Background: an optimization exercise with open tools, aiming at small area. Do not read the settings as production practice. Only simulation tests tie the RTL to the original design; equivalence was not proved. No activity file was given, so power comes from the tool's default toggle rates.

// missile_predictor_fpga
module missile_predictor_fpga(
    input clk50mhz,
    input rst,
    input uart_rx,
    output reg servo_pwm_out_x,
    output reg servo_pwm_out_y
);
    reg [12:0] baud;
    reg [3:0]  bit_cnt;
    reg        byte_state;      
    reg        diff;            
    reg [7:0]  last_x;
    reg [7:0]  uart_y;
    wire rx_idle = bit_cnt[3] & bit_cnt[1];
    wire done    = rx_idle & ~bit_cnt[0];
    wire tick    = ~rx_idle & (&baud);
    wire shift   = tick & ~bit_cnt[3];
    always @(posedge clk50mhz) begin
        if (rx_idle)
            baud <= 13'h1b8b;
        else if (&baud)
            baud <= 13'h08ea;
        else
            baud <= {baud[11:0], baud[12] ^ baud[11] ^ baud[10] ^ baud[7]};
    end
    always @(posedge clk50mhz) begin
        if (rst)
            bit_cnt <= 4'd15;
        else if (rx_idle)
            bit_cnt <= uart_rx ? 4'd15 : 4'd0;
        else if (&baud)
            bit_cnt <= bit_cnt + 4'd1;
    end
    reg [4:0] cnt;
  ...
Size in the first run: ~720 cells after synthesis, roughly 5 I/O pins.
clock: 20.0 ns
lec_check: 0
cap_margin: 20
core_margin: 2
core_utilization: 70
gpl_routability_driven: 0
gpl_timing_driven: 0
slew_margin: 20
standard.sh (not shown) runs the stock make flow with config.mk's settings and CLKGATE_MAP_FILE= SYNTH_SCRIPT=/design/flow/synth_recipe.tcl, a recipe that flattens the netlist after the stock synthesis.
==> flow/flow/run.sh <==
#!/bin/bash
# Own layout flow:
#  1. the standard synthesis (standard.sh synth);
#  2. its combinational logic re-mapped for area by ABC (flow/remap.tcl),
#     keeping every register cell and name of the standard synthesis;
#  3. the standard layout from floorplan on (standard.sh), with the
#     clock tree synthesis arguments overridden (no dummy loads).
# Each tool's output goes to a log file of its own in this folder.
set -euo pipefail
R=orfs/results/${FLOW_PLATFORM}/missile_predictor_fpga/base
export BUFFER_PORTS_ARGS="-buffer_cell sky130_fd_sc_hd__buf_1"
export CTS_ARGS="-sink_clustering_enable -repair_clock_nets -dont_use_dummy_load -sink_clustering_size 18 -sink_clustering_max_diameter 50 -buf_list {sky130_fd_sc_hd__clkbuf_8 sky130_fd_sc_hd__clkbuf_16} -sink_clustering_buffer sky130_fd_sc_hd__clkbuf_8 -root_buf sky130_fd_sc_hd__clkbuf_8"

bash standard.sh synth > log_1_standard_synth.log 2>&1
cp "$R/1_2_yosys.v" standard_synth.v

export REMAP_LIB="${FLOW_HOME}/platforms/${FLOW_PLATFORM}/lib/sky130_fd_sc_hd__tt_025C_1v80.lib"
export REMAP_IN="$PWD/standard_synth.v"
export REMAP_OUT="$PWD/remapped.v"
"${FLOW_HOME}/../tools/install/yosys/bin/yosys" -c flow/remap.tcl > log_2_remap.log 2>&1

cp remapped.v "$R/1_2_yosys.v"
rm -f "$R/1_synth.odb" "$R/1_synth.sdc"
bash standard.sh > log_3_standard_layout.log 2>&1
==> flow/flow/remap.tcl <==
# Re-map the combinational logic of the standard synthesis for area.
# The registers stay the cells (and instance names) the standard synthesis
# gave them: their cell modules are black boxes, everything else is
# flattened back to gates and mapped again by ABC.
set lib $::env(REMAP_LIB)
yosys read_liberty -ignore_miss_func $lib
yosys read_verilog $::env(REMAP_IN)
yosys hierarchy -top $::env(FLOW_TOP)
yosys setattr -mod -set blackbox 1 sky130_fd_sc_hd__dfxtp_1 sky130_fd_sc_hd__edfxtp_1
yosys flatten -separator _
yosys opt_clean
yosys abc -liberty $lib -dont_use sky130_fd_sc_hd__probe_p_8 -dont_use sky130_fd_sc_hd__probec_p_8 -dont_use *lpflow* -script "+strash;dch,-f;amap;strash;dch,-f;amap;strash;dch,-f;amap;topo"
yosys hilomap -singleton -hicell sky130_fd_sc_hd__conb_1 HI -locell sky130_fd_sc_hd__conb_1 LO
yosys splitnets
yosys opt_clean -purge
yosys stat -liberty $lib
yosys write_verilog -noattr -noexpr -nohex -nodec $::env(REMAP_OUT)
The starting point produced a clean layout.
Change:
--- a/flow/flow/run.sh
+++ b/flow/flow/run.sh
@@ -10,4 +10,3 @@
 R=orfs/results/${FLOW_PLATFORM}/missile_predictor_fpga/base
-export BUFFER_PORTS_ARGS="-buffer_cell sky130_fd_sc_hd__buf_1"
-export CTS_ARGS="-sink_clustering_enable -repair_clock_nets -dont_use_dummy_load -sink_clustering_size 18 -sink_clustering_max_diameter 50 -buf_list {sky130_fd_sc_hd__clkbuf_8 sky130_fd_sc_hd__clkbuf_16} -sink_clustering_buffer sky130_fd_sc_hd__clkbuf_8 -root_buf sky130_fd_sc_hd__clkbuf_8"
+export CTS_ARGS="-sink_clustering_enable -repair_clock_nets -dont_use_dummy_load -sink_clustering_size 35 -sink_clustering_max_diameter 60 -buf_list {sky130_fd_sc_hd__clkbuf_8 sky130_fd_sc_hd__clkbuf_16} -sink_clustering_buffer sky130_fd_sc_hd__clkbuf_16 -root_buf sky130_fd_sc_hd__clkbuf_8"
 
CORE_UTILIZATION = 80   (was 70)
GPL_ROUTABILITY_DRIVEN = not set   (was 0)
GPL_TIMING_DRIVEN = not set   (was 0)
=> Register-to-register slack loses 530 ps. Worst setup slack got worse by 280 ps. Fmax goes down by about 4.6%. Wire length is higher by 40%. Total power came out higher by about 2.6%. Final area came out higher by about 0.55%. Clock skew rose by 5.5 ps. Combinational power went up by about 15%.
Change:
--- a/flow/flow/run.sh
+++ b/flow/flow/run.sh
@@ -10,3 +10,3 @@
 R=orfs/results/${FLOW_PLATFORM}/missile_predictor_fpga/base
-export CTS_ARGS="-sink_clustering_enable -repair_clock_nets -dont_use_dummy_load -sink_clustering_size 35 -sink_clustering_max_diameter 60 -buf_list {sky130_fd_sc_hd__clkbuf_8 sky130_fd_sc_hd__clkbuf_16} -sink_clustering_buffer sky130_fd_sc_hd__clkbuf_16 -root_buf sky130_fd_sc_hd__clkbuf_8"
+export CTS_ARGS="-sink_clustering_enable -repair_clock_nets -dont_use_dummy_load -sink_clustering_size 30 -sink_clustering_max_diameter 80 -buf_list {sky130_fd_sc_hd__clkbuf_8 sky130_fd_sc_hd__clkbuf_16} -sink_clustering_buffer sky130_fd_sc_hd__clkbuf_16 -root_buf sky130_fd_sc_hd__clkbuf_8"
 
CORE_UTILIZATION = 70   (was 80)
GPL_ROUTABILITY_DRIVEN = 0   (was not set)
GPL_TIMING_DRIVEN = 0   (was not set)
Routed wire length goes down by about 24%.
Final cell count goes up by 0.57%.
Die area increases by about 14%.
Clock-buffer cell count does not change.
Sequential cell count does not change.
Utilization went down by 10 points.
Change:
CORE_UTILIZATION = 80   (was 70)
GPL_ROUTABILITY_DRIVEN = not set   (was 0)
GPL_TIMING_DRIVEN = not set   (was 0)
Effect: The changed run passed the timing, DRC and antenna checks. Power rose by 0.76%. Global-route usage rose by 12 points. Critical path depth rose by 1. Fmax fell by 3.7%. Non-clock buffer count rose by 2. Worst setup slack loses 230 ps. Clock-buffer cell count stays the same. Routed wire length rose by 33%. Clock power barely changes.

## port drivers added, routing unchanged
In the flow no input, the clock included, has a driving cell. The finished layouts below were timed again as built, in two steps.
Step 1 (the two cells are an assumption about what drives the block):
set clk [get_ports {clk50mhz}]
set_driving_cell -lib_cell sky130_fd_sc_hd__clkbuf_16 $clk
set_driving_cell -lib_cell sky130_fd_sc_hd__buf_2 [delete_from_list [all_inputs] $clk]
Step 2 times the ports against the registers' clock, not the clock port: input delays grow and output delays shrink by t, the midpoint of the rising clock arrivals with the driver on.
a / b / c = no drivers / after step 1 / after step 2; a / b = the first two.
run | t, ns | setup WS [ns] | worst data-port slew with drivers (ns)
the first run | 0.526 | 14.141 / 14.155 / 13.629 | 0.03
the second run | 0.536 | 13.859 / 13.859 / 13.392 | 0.04
the third run | 0.526 | 14.076 / 14.089 / 13.563 | 0.03
the fourth run | 0.540 | 13.846 / 13.832 / 13.292 | 0.05
After both steps every run listed still meets setup and hold. The setup slack of the fourth run, which loses most, moves by -0.014 ns with the drivers and by -0.554 ns with both steps.
